Source: an optimization exercise on an open RTL-to-GDS flow (aim: small area, a short achievable clock period and few clock cycles per item). Production flows keep margins and buffers that such runs may drop.
At most, simulation tests tie the RTL to the original design; equivalence was not proved.
Power figures rest on the tool's default switching activity, not on a simulated workload.

== run A ==
==> flow/design.v (excerpt) <==
module add_up(
    input [14:0] in,
    output [17:0] out1,output [17:0] out2,
    output [17:0] out4,output [17:0] out3,
    input clk,
    input rst,
    input in_valid,
    output in_ready,
    output out_valid
    );
export LEC_CHECK = 0
export ABC_CLOCK_PERIOD_IN_PS = 3500
export CAP_MARGIN = 20
export CORE_MARGIN = 2
export CORE_UTILIZATION = 40
export PLACE_DENSITY = 0.75
export SETUP_SLACK_MARGIN = 5
export SLEW_MARGIN = 20
create_clock -name core_clock -period 9.0 [get_ports {clk}]
standard.sh (not shown) runs the stock make flow with config.mk's settings and CLKGATE_MAP_FILE= SYNTH_SCRIPT=/design/flow/synth_recipe.tcl, a recipe that flattens the netlist after the stock synthesis.
==> flow/flow/run.sh <==
#!/bin/bash
# Standard layout, repair of the worst paths aiming at a 3 ns period, plain buffers on the ports.
set -o pipefail
bash standard.sh SETUP_SLACK_MARGIN=6 TNS_END_PERCENT=5 "BUFFER_PORTS_ARGS=-buffer_cell sky130_fd_sc_hd__buf_2" finish > standard.log 2>&1
Testbench counts of run A, summed over its fixed seeds: cycles 5,304, blocks 320.
Changes in run B relative to run A:
Settings: putting CTS_CLUSTER_DIAMETER at 100 where nothing was set; putting CTS_CLUSTER_SIZE at 20 where nothing was set; clearing PLACE_DENSITY, which used to be 0.75.
==> flow/flow/run.sh <==
#!/bin/bash
# Standard layout, repair of the worst paths aiming at a 3 ns period, plain buffers on the ports.
set -o pipefail
bash standard.sh SETUP_SLACK_MARGIN=6 TNS_END_PERCENT=5 "BUFFER_PORTS_ARGS=-buffer_cell sky130_fd_sc_hd__buf_4" finish > standard.log 2>&1
Findings:
- Run B: no failed stages, no open violations at the end
- Between run A and run B, the register area figures differ only marginally.
- Per the comparison of run B with run A, global-route usage now sits higher, routed wire length now sits higher, synthesized cell area now sits at about the same level, switching portion of total power has increased, power decreased by 10% relative to the old numbers.
- Diff run A -> run B: final area saw a decrease, register-to-register setup slack up 0.04 ns.
Input changes introduced in run C (baseline for comparison: run B):
Settings: removing CTS_CLUSTER_SIZE (formerly 20); changing CAP_MARGIN from 20 to 0; changing SLEW_MARGIN from 20 to 0; removing CTS_CLUSTER_DIAMETER (formerly 100).
==> flow/flow/run.sh <==
#!/bin/bash
# Standard layout, repair of the worst paths aiming at a 3 ns period, plain buffers on the ports.
set -o pipefail
bash standard.sh SETUP_SLACK_MARGIN=6 TNS_END_PERCENT=5 "BUFFER_PORTS_ARGS=-buffer_cell sky130_fd_sc_hd__buf_2" finish > standard.log 2>&1
Findings:
Area of combinational cells with multiple inputs essentially unchanged between run B and run C. Summary of run C over run B: clock buffer instance count of the final layout rose by 42%, clock network contribution to total cell area has increased.
Modified inputs, run D compared to run C
Settings: a change of CAP_MARGIN from 0 to 20; an added CTS_CLUSTER_SIZE of 20; a change of SLEW_MARGIN from 0 to 20; an added CTS_CLUSTER_DIAMETER of 100.
## What came out
Relative to run C, relative contribution of combinational cells to total power has increased by 4.3 points in run D.
[compare] base=run C new=run D: final hold slack comparable, design area now smaller.

* * *

Starting RTL as in the previous note.
clock: 9.0 ns
lec_check: 0
abc_clock_period_in_ps: 3500
cap_margin: 20
core_margin: 2
core_utilization: 40
cts_buf_list: sky130_fd_sc_hd__clkbuf_8
setup_slack_margin: 5
slew_margin: 20
==> flow/flow/run.sh <==
#!/bin/bash
# Standard layout, repair of the worst paths aiming at a 3 ns period, plain buffers on the ports.
set -o pipefail
bash standard.sh SETUP_SLACK_MARGIN=6 TNS_END_PERCENT=5 "BUFFER_PORTS_ARGS=-buffer_cell sky130_fd_sc_hd__buf_2" finish > standard.log 2>&1
The baseline completed without violations.
Testbench counts at the start, summed over its fixed seeds: cycles 5,304, blocks 320.
Rerun with:
==> flow/flow/run.sh (replaced) <==
#!/bin/bash
# Standard layout, repair of the worst paths aiming at a 3 ns period, plain buffers on the ports.
set -o pipefail
bash standard.sh SETUP_SLACK_MARGIN=6 TNS_END_PERCENT=20 "BUFFER_PORTS_ARGS=-buffer_cell sky130_fd_sc_hd__buf_2" finish > standard.log 2>&1
CTS_BUF_LIST = unset   (was sky130_fd_sc_hd__clkbuf_8)
The new run finished clean.
Total power climbs by about 3%.
Cell count drops by 1.1%.
Clock-buffer cell count drops by 52.
Via count drops by 0.90%.
Final area climbs by about 1.4%.
Rerun with:
==> flow/flow/run.sh (replaced) <==
#!/bin/bash
# Standard layout, repair of the worst paths aiming at a 3 ns period, plain buffers on the ports.
set -o pipefail
bash standard.sh SETUP_SLACK_MARGIN=6.2 TNS_END_PERCENT=5 "BUFFER_PORTS_ARGS=-buffer_cell sky130_fd_sc_hd__buf_2" finish > standard.log 2>&1
CTS_CLUSTER_DIAMETER = 100   (was unset)
CTS_CLUSTER_SIZE = 20   (was unset)
The new run completed without violations.
Die area is unchanged.
Total power decreases by 9.8%.
Maximum frequency increases by 3.0%.
First-iteration DRC count is about the same.
Worst hold slack gets better by 28 ps.
Global-route usage hardly moves.
Synthesized cell count does not change.
Rerun with:
==> flow/flow/run.sh (replaced) <==
#!/bin/bash
# Standard layout, repair of the worst paths aiming at a 3 ns period, plain buffers on the ports.
set -o pipefail
bash standard.sh SETUP_SLACK_MARGIN=6 TNS_END_PERCENT=5 "BUFFER_PORTS_ARGS=-buffer_cell sky130_fd_sc_hd__buf_2" finish > standard.log 2>&1
CAP_MARGIN = 50   (was 20)
CTS_CLUSTER_DIAMETER = unset   (was 100)
CTS_CLUSTER_SIZE = unset   (was 20)
SLEW_MARGIN = 50   (was 20)
What happened:
- The new run went through all stages and came out clean
- fmax decreases by 3.0%
- flip-flop and latch count stays the same
- synthesized cell count is unchanged
- cell area went up by 0.65%
- total power grows by 10%
- clock-buffer cell count is higher by 40
- area after synthesis stays the same

* * *

Another version of the RTL of add_up (not shown whole).
Size: ~92 I/O pins, roughly 46000 µm² of cells after synthesis.
==> flow/config.mk <==
export PLATFORM = sky130hd
export DESIGN_NAME = add_up
export DESIGN_NICKNAME = add_up
export VERILOG_FILES = /design/flow/design.v
export SDC_FILE = /design/flow/constraint.sdc
export NUM_CORES = 8
export LEC_CHECK = 0
export ABC_CLOCK_PERIOD_IN_PS = 3500
export CAP_MARGIN = 50
export CORE_MARGIN = 2
export CORE_UTILIZATION = 40
export SETUP_SLACK_MARGIN = 5
export SLEW_MARGIN = 50
==> flow/constraint.sdc <==
create_clock -name core_clock -period 9.0 [get_ports {clk}]
set_input_delay 1.8000 -clock core_clock [delete_from_list [all_inputs] [get_ports {clk}]]
set_output_delay 1.8000 -clock core_clock [all_outputs]
set_load 0.01 [all_outputs]
==> flow/flow/run.sh <==
#!/bin/bash
# Standard layout, with repair aiming at a 3 ns period and plain buffers on the ports.
set -o pipefail
bash standard.sh SETUP_SLACK_MARGIN=6 "BUFFER_PORTS_ARGS=-buffer_cell sky130_fd_sc_hd__buf_2" finish > standard.log 2>&1
Testbench counts at the start, summed over its fixed seeds: cycles 5,296, blocks 320.
Edit:
==> flow/flow/run.sh (replaced) <==
#!/bin/bash
# Standard layout, without full-adder cell extraction in synthesis and with
# plain buffers on the ports.
set -o pipefail
bash standard.sh ADDER_MAP_FILE= "BUFFER_PORTS_ARGS=-buffer_cell sky130_fd_sc_hd__buf_2" finish > standard.log 2>&1
After rerunning: Routed wire length goes up by about 14%; non-clock buffer count is higher by 149; synthesized area climbs by about 2.5%; maximum frequency decreases by 17%; worst setup slack is worse by 0.75 ns; via count increases by about 24%; first-iteration DRC count is higher by about 55%; hold slack improved by 0.043 ns; cell count rose by about 15%.
Edit:
==> flow/run.sh (new file) <==
#!/bin/bash
# synth_recipe.tcl (not shown) runs the flow's synth.tcl, then flattens the netlist and writes it again
# the make line also repeats each setting of config.mk as NAME=value (left out here)
make -C /OpenROAD-flow-scripts/flow DESIGN_CONFIG=/design/flow/config.mk WORK_HOME=/design/flow/orfs CLKGATE_MAP_FILE= SYNTH_SCRIPT=/design/flow/synth_recipe.tcl finish
removed: flow/flow/run.sh
removed: flow/standard.sh
What happened:
- non-clock buffer count goes down by 399
- combinational power drops by a few percent
- fmax rises by roughly a tenth
Edit:
==> flow/flow/run.sh (new file) <==
#!/bin/bash
# Standard layout, repair aiming at a 3.5 ns period, plain buffers on the ports.
set -o pipefail
bash standard.sh SETUP_SLACK_MARGIN=5.5 "BUFFER_PORTS_ARGS=-buffer_cell sky130_fd_sc_hd__buf_2" finish > standard.log 2>&1
==> flow/standard.sh (new file) <==
#!/bin/bash
# synth_recipe.tcl (not shown) runs the flow's synth.tcl, then flattens the netlist and writes it again
# the make line also repeats each setting of config.mk as NAME=value (left out here)
make -C /OpenROAD-flow-scripts/flow DESIGN_CONFIG=/design/flow/config.mk WORK_HOME=/design/flow/orfs CLKGATE_MAP_FILE= SYNTH_SCRIPT=/design/flow/synth_recipe.tcl "${@:-finish}"
removed: flow/run.sh
Outcome: Setup slack is better by 0.22 ns. Cell area climbs by 5.0%. Count of clock-buffer cells in the layout goes up by 4. Critical path depth is lower by 1. Wire length rose by 4.9%.
Edit:
==> flow/flow/run.sh (replaced) <==
#!/bin/bash
# Standard layout, repair of the worst paths aiming at a 3 ns period, plain buffers on the ports.
set -o pipefail
bash standard.sh SETUP_SLACK_MARGIN=6 TNS_END_PERCENT=5 "BUFFER_PORTS_ARGS=-buffer_cell sky130_fd_sc_hd__buf_2" finish > standard.log 2>&1
Outcome: Core utilization came out lower by 1.1 points; critical path depth goes up by 1; clock-buffer cell count decreases by 8.

* * *

run 1:
add_up, a different RTL version from the one above (not shown whole).
For scale: roughly 760 flip-flops, about 92 I/O pins, roughly 0.049 mm² of cells after synthesis.
Design add_up, start of the top module:
module add_up(
    input [14:0] in,
    output [17:0] out1,output [17:0] out2,
    output [17:0] out4,output [17:0] out3,
    input clk,
    input rst,
    input in_valid,
    output in_ready,
    output out_valid
    );
assign in_ready = 1'b1;
reg  [14:0] in_r;
reg         v_r;         
reg  [3:0]  cnt;         
reg         dir;         
reg         pact;        
reg  [3:0]  pj;          
reg         shift;       
reg         pv;          
reg  [3:0]  cnt_n, pj_n;
reg         dir_n, pact_n, v_n;
always @(*) begin
    cnt_n = cnt; pj_n = pj; dir_n = dir; pact_n = pact;
    v_n = in_valid & ~rst;
    if (pv) begin
        pj_n = pj + 4'd1;
        if (pj == 4'd15) pact_n = 1'b0;
    end
    if (v_r) begin
        cnt_n = cnt + 4'd1;
        if (cnt == 4'd15) begin
            dir_n = ~dir; pact_n = 1'b1; pj_n = 4'd0;
        end
    end
    if (rst) begin
        cnt_n = 4'd0; pj_n = 4'd0; dir_n = 1'b0; pact_n = 1'b0;
    end
end
wire shift_n = v_n | (pact_n & (cnt_n == 4'd0));
always @(posedge clk) begin
    in_r  <= in;
    v_r   <= v_n;
    cnt   <= cnt_n; pj <= pj_n; dir <= dir_n; pact <= pact_n;
    shift <= shift_n;
    pv    <= shift_n & pact_n;
end
wire [15:0] p;           
dct_array ua(.clk(clk), .shift(shift), .dir(dir), .smp(in_r), .p(p));
wire [3:0] x0b, x2b;     
wire [7:0] db;           
dct_serial us(.clk(clk), .pv(pv), .first(pj == 4'd0), .p(p), .x0b(x0b), .x2b(x2b), .db(db));
wire [3:0] a0 = {x0b[0], x0b[1], x0b[2], x0b[3]};      
wire [3:0] a2 = {x2b[0], x2b[1], x2b[2], x2b[3]};
wire [7:0] a1 = {db[0], db[1], db[2], db[3], db[4], db[5], db[6], db[7]};
reg  [7:0] XO [0:3];     
reg  [7:0] XE [0:3];     
reg  [3:0] V;            
reg  [3:0] J [0:3];      
integer i;
always @(posedge clk) begin
  ...
export LEC_CHECK = 0
export CAP_MARGIN = 50
export CORE_MARGIN = 2
export CORE_UTILIZATION = 25
export SLEW_MARGIN = 50
create_clock -name core_clock -period 9.0 [get_ports {clk}]
run.sh (not shown) runs the stock make flow with config.mk's settings and CLKGATE_MAP_FILE= SYNTH_SCRIPT=/design/flow/synth_recipe.tcl, a recipe that flattens the netlist after the stock synthesis.
Stock flow here: none of the scripts above is used.
### run 1 -> run 2
--- a/flow/config.mk
+++ b/flow/config.mk
@@ -7,0 +8 @@
+export ABC_CLOCK_PERIOD_IN_PS = 2500
@@ -10 +11,2 @@
-export CORE_UTILIZATION = 25
+export CORE_UTILIZATION = 40
+export SETUP_SLACK_MARGIN = 5
[summary]
Area share of buffers outside the clock network: higher on run 2
Cell count | run 2 below run 1
Per the comparison of run 2 with run 1, via count of the first global-routing pass now sits at about the same level, post-placement worst setup slack climbed 200 ps, number of cells on the worst reg-to-reg path went up 1, layout overhead on the synthesized area climbed 2.7 points.
Final wirelength deteriorates in run 2 relative to run 1.
Higher share of the final layout cell area in sequential cells goes to run 1 over run 2.
As of run 2, core footprint had fallen by more than a quarter compared to run 1.
--- input diff run 2..run 3 ---
--- a/flow/config.mk
+++ b/flow/config.mk
@@ -8 +8 @@
-export ABC_CLOCK_PERIOD_IN_PS = 2500
+export ABC_CLOCK_PERIOD_IN_PS = 3500
## What came out
Setup fix buffers added after clock tree synthesis across run 3 and run 2: no real change. Reported for run 3 and run 2, cell area turned out identical to the last digit. Diff run 3..run 2 | sum of negative setup slack | unchanged. Run 3 -> run 2: detailed-routed wire length on met3 delta 0, exact match. Post-synthesis cell type count essentially unchanged between run 2 and run 3. Run 3 vs. run 2: chip height held; count of cells resized by post-cts repair held.
Function was not checked in any run of this note: the RTL went through the layout flow alone.

* * *

add_up, a different RTL version from the one above (not shown whole).
Size in the first run: roughly 4500 cells after synthesis, ~46000 sq um of cells after synthesis.
clock: 9.0 ns
lec_check: 0
cap_margin: 20
core_margin: 2
core_utilization: 50
setup_slack_margin: 5
slew_margin: 20
standard.sh (not shown) runs the stock make flow with config.mk's settings and CLKGATE_MAP_FILE= SYNTH_SCRIPT=/design/flow/synth_recipe.tcl, a recipe that flattens the netlist after the stock synthesis.
==> flow/flow/run.sh <==
#!/bin/bash
# Standard layout, repair of the worst paths aiming at a 3 ns period, plain buffers on the ports.
set -o pipefail
bash standard.sh SETUP_SLACK_MARGIN=6 TNS_END_PERCENT=5 "BUFFER_PORTS_ARGS=-buffer_cell sky130_fd_sc_hd__buf_2" finish > standard.log 2>&1
Then changed:
Settings changed: ABC_CLOCK_PERIOD_IN_PS set to 3500, CAP_MARGIN 20 to 50, CORE_UTILIZATION 50 to 40, SLEW_MARGIN 20 to 50.
Result: The new run ran to the end with no violations; clock skew came out higher by 0.013 ns; cell area came out lower by 1.7%; sequential power came out lower by about 1%.
No functional check of the RTL was part of any run of this note.

* * *

RTL: one of the versions met above, not the one the previous note started from.
For scale: about 4,900 cells after synthesis, about 880 flip-flops, about 92 I/O pins, roughly 52,000 um2 of cells after synthesis.
==> flow/design.v (excerpt) <==
module add_up(
    input [14:0] in,
    output [17:0] out1,output [17:0] out2,
    output [17:0] out4,output [17:0] out3,
    input clk,
    input rst,
    input in_valid,
    output in_ready,
    output out_valid
    );
==> flow/config.mk <==
export PLATFORM = sky130hd
export DESIGN_NAME = add_up
export DESIGN_NICKNAME = add_up
export VERILOG_FILES = /design/flow/design.v
export SDC_FILE = /design/flow/constraint.sdc
export NUM_CORES = 8
export LEC_CHECK = 0
export ABC_CLOCK_PERIOD_IN_PS = 3500
export CAP_MARGIN = 20
export CORE_MARGIN = 2
export CORE_UTILIZATION = 40
export GPL_TIMING_DRIVEN = 1
export SETUP_SLACK_MARGIN = 5
export SLEW_MARGIN = 20
==> flow/constraint.sdc <==
create_clock -name core_clock -period 9.0 [get_ports {clk}]
set_input_delay 1.8000 -clock core_clock [delete_from_list [all_inputs] [get_ports {clk}]]
set_output_delay 1.8000 -clock core_clock [all_outputs]
set_load 0.01 [all_outputs]
Scripts as last shown in full above: flow/flow/run.sh
Testbench counts at the start, summed over its fixed seeds: cycles 5,304, blocks 320.
Next try:
CTS_CLUSTER_DIAMETER = 80   (was not set)
CTS_CLUSTER_SIZE = 30   (was not set)
GPL_TIMING_DRIVEN = not set   (was 1)
Sequential power stays flat; wire length shrinks by 1.2%; synthesized cell count stays the same; setup slack hardly moves; register-to-register slack degrades by 0.03 ns; maximum frequency barely changes; critical path depth is unchanged; non-clock buffer count went up by 13.
Next try:
CTS_CLUSTER_DIAMETER = not set   (was 80)
CTS_CLUSTER_SIZE = 40   (was 30)
=>
- The changed run passed the timing, DRC and antenna checks
- routed wire length climbs by about 1.2%
- final cell count climbs by about 1.2%
- setup slack stays flat
- clock-buffer cell count climbs by 72
- worst hold slack loses 0.031 ns
- area after synthesis is unchanged
- critical path depth stays the same
- total power climbs by 11%
Next try:
CORE_UTILIZATION = 55   (was 40)
CTS_CLUSTER_SIZE = not set   (was 40)
Outcome:
- combinational power went up by about 2%
- critical path depth went up by 3
- worst setup slack barely changes
- sequential power barely changes
- core utilization went up by 17 points
Next try:
CAP_MARGIN = 50   (was 20)
CORE_UTILIZATION = 30   (was 55)
SLEW_MARGIN = 50   (was 20)
The new run completed without violations.
Cell area climbs by about 2.3%.
Synthesized cell count stays the same.
Sequential share of layout area drops by 0.85 points.
First-iteration DRC count drops by 8.8%.
Die area climbs by about 80%.
Count of clock-buffer cells in the layout climbs by 2.
Via count climbs by 0.47%.

## re-timing with driven ports
The flow's constraints put no driver on any port. The routed layouts listed below were extracted and timed again, unchanged, in two steps.
Step 1 assumes that a clkbuf_16 drives the clock port and a buf_2 every other input.
Step 2, shift: input delay + t, output delay - t, t = (earliest + latest rising clock arrival at the registers) / 2. This alone moves slack from input paths to output paths.
Slacks: ideal / step 1 / step 2; pairs: ideal / step 1.
run	t (ns)	slack for setup (ns)	worst setup path after step 2	worst register clock-pin slew, ns
run A	0.760	5.899 / 5.834 / 5.276	input to register	0.07 / 0.07
run B	0.749	5.916 / 5.848 / 5.322	input to register	0.10 / 0.10
run C	0.774	5.896 / 5.828 / 5.380	input to register	0.07 / 0.07
run D	0.746	5.913 / 5.841 / 5.377	input to register	0.10 / 0.10
the first run of note 2	0.932	5.826 / 5.761 / 5.021	input to register	0.07 / 0.07
the second run of note 2	0.775	5.947 / 5.872 / 5.348	input to register	0.07 / 0.07
the third run of note 2	0.744	6.035 / 5.963 / 5.514	input to register	0.10 / 0.10
the fourth run of note 2	0.782	5.944 / 5.895 / 5.222	input to register	0.07 / 0.07
the first run of note 3	0.714	5.264 / 5.264 / 5.264	register to register	0.07 / 0.07
the second run of note 3	0.720	4.516 / 4.516 / 4.516	register to register	0.07 / 0.07
the third run of note 3	0.714	5.020 / 5.020 / 4.788	input to register	0.07 / 0.07
the fourth run of note 3	0.726	5.237 / 5.237 / 5.035	input to register	0.07 / 0.07
the fifth run of note 3	0.725	5.182 / 5.182 / 5.078	input to register	0.07 / 0.07
run 1	0.764	3.991 / 3.991 / 3.991	register to register	0.07 / 0.07
run 2	0.742	4.961 / 4.961 / 4.961	register to register	0.07 / 0.07
run 3	0.742	4.961 / 4.961 / 4.961	register to register	0.07 / 0.07
the first run of note 5	0.720	5.276 / 5.276 / 4.666	input to register	0.07 / 0.07
the second run of note 5	0.736	5.129 / 5.129 / 4.664	input to register	0.06 / 0.06
the first run of note 6	0.771	5.920 / 5.851 / 5.370	input to register	0.07 / 0.07
the second run of note 6	0.742	5.921 / 5.845 / 5.421	input to register	0.12 / 0.12
the third run of note 6	0.771	5.920 / 5.851 / 5.370	input to register	0.07 / 0.07
the fourth run of note 6	0.754	5.922 / 5.853 / 5.219	input to register	0.06 / 0.06
the fifth run of note 6	0.800	5.929 / 5.855 / 5.208	input to register	0.07 / 0.07
After both steps setup and hold are still met in every run listed. For the first run of note 2, which loses most, drivers alone change the setup slack by -0.065 ns; drivers and shift together by -0.805 ns.
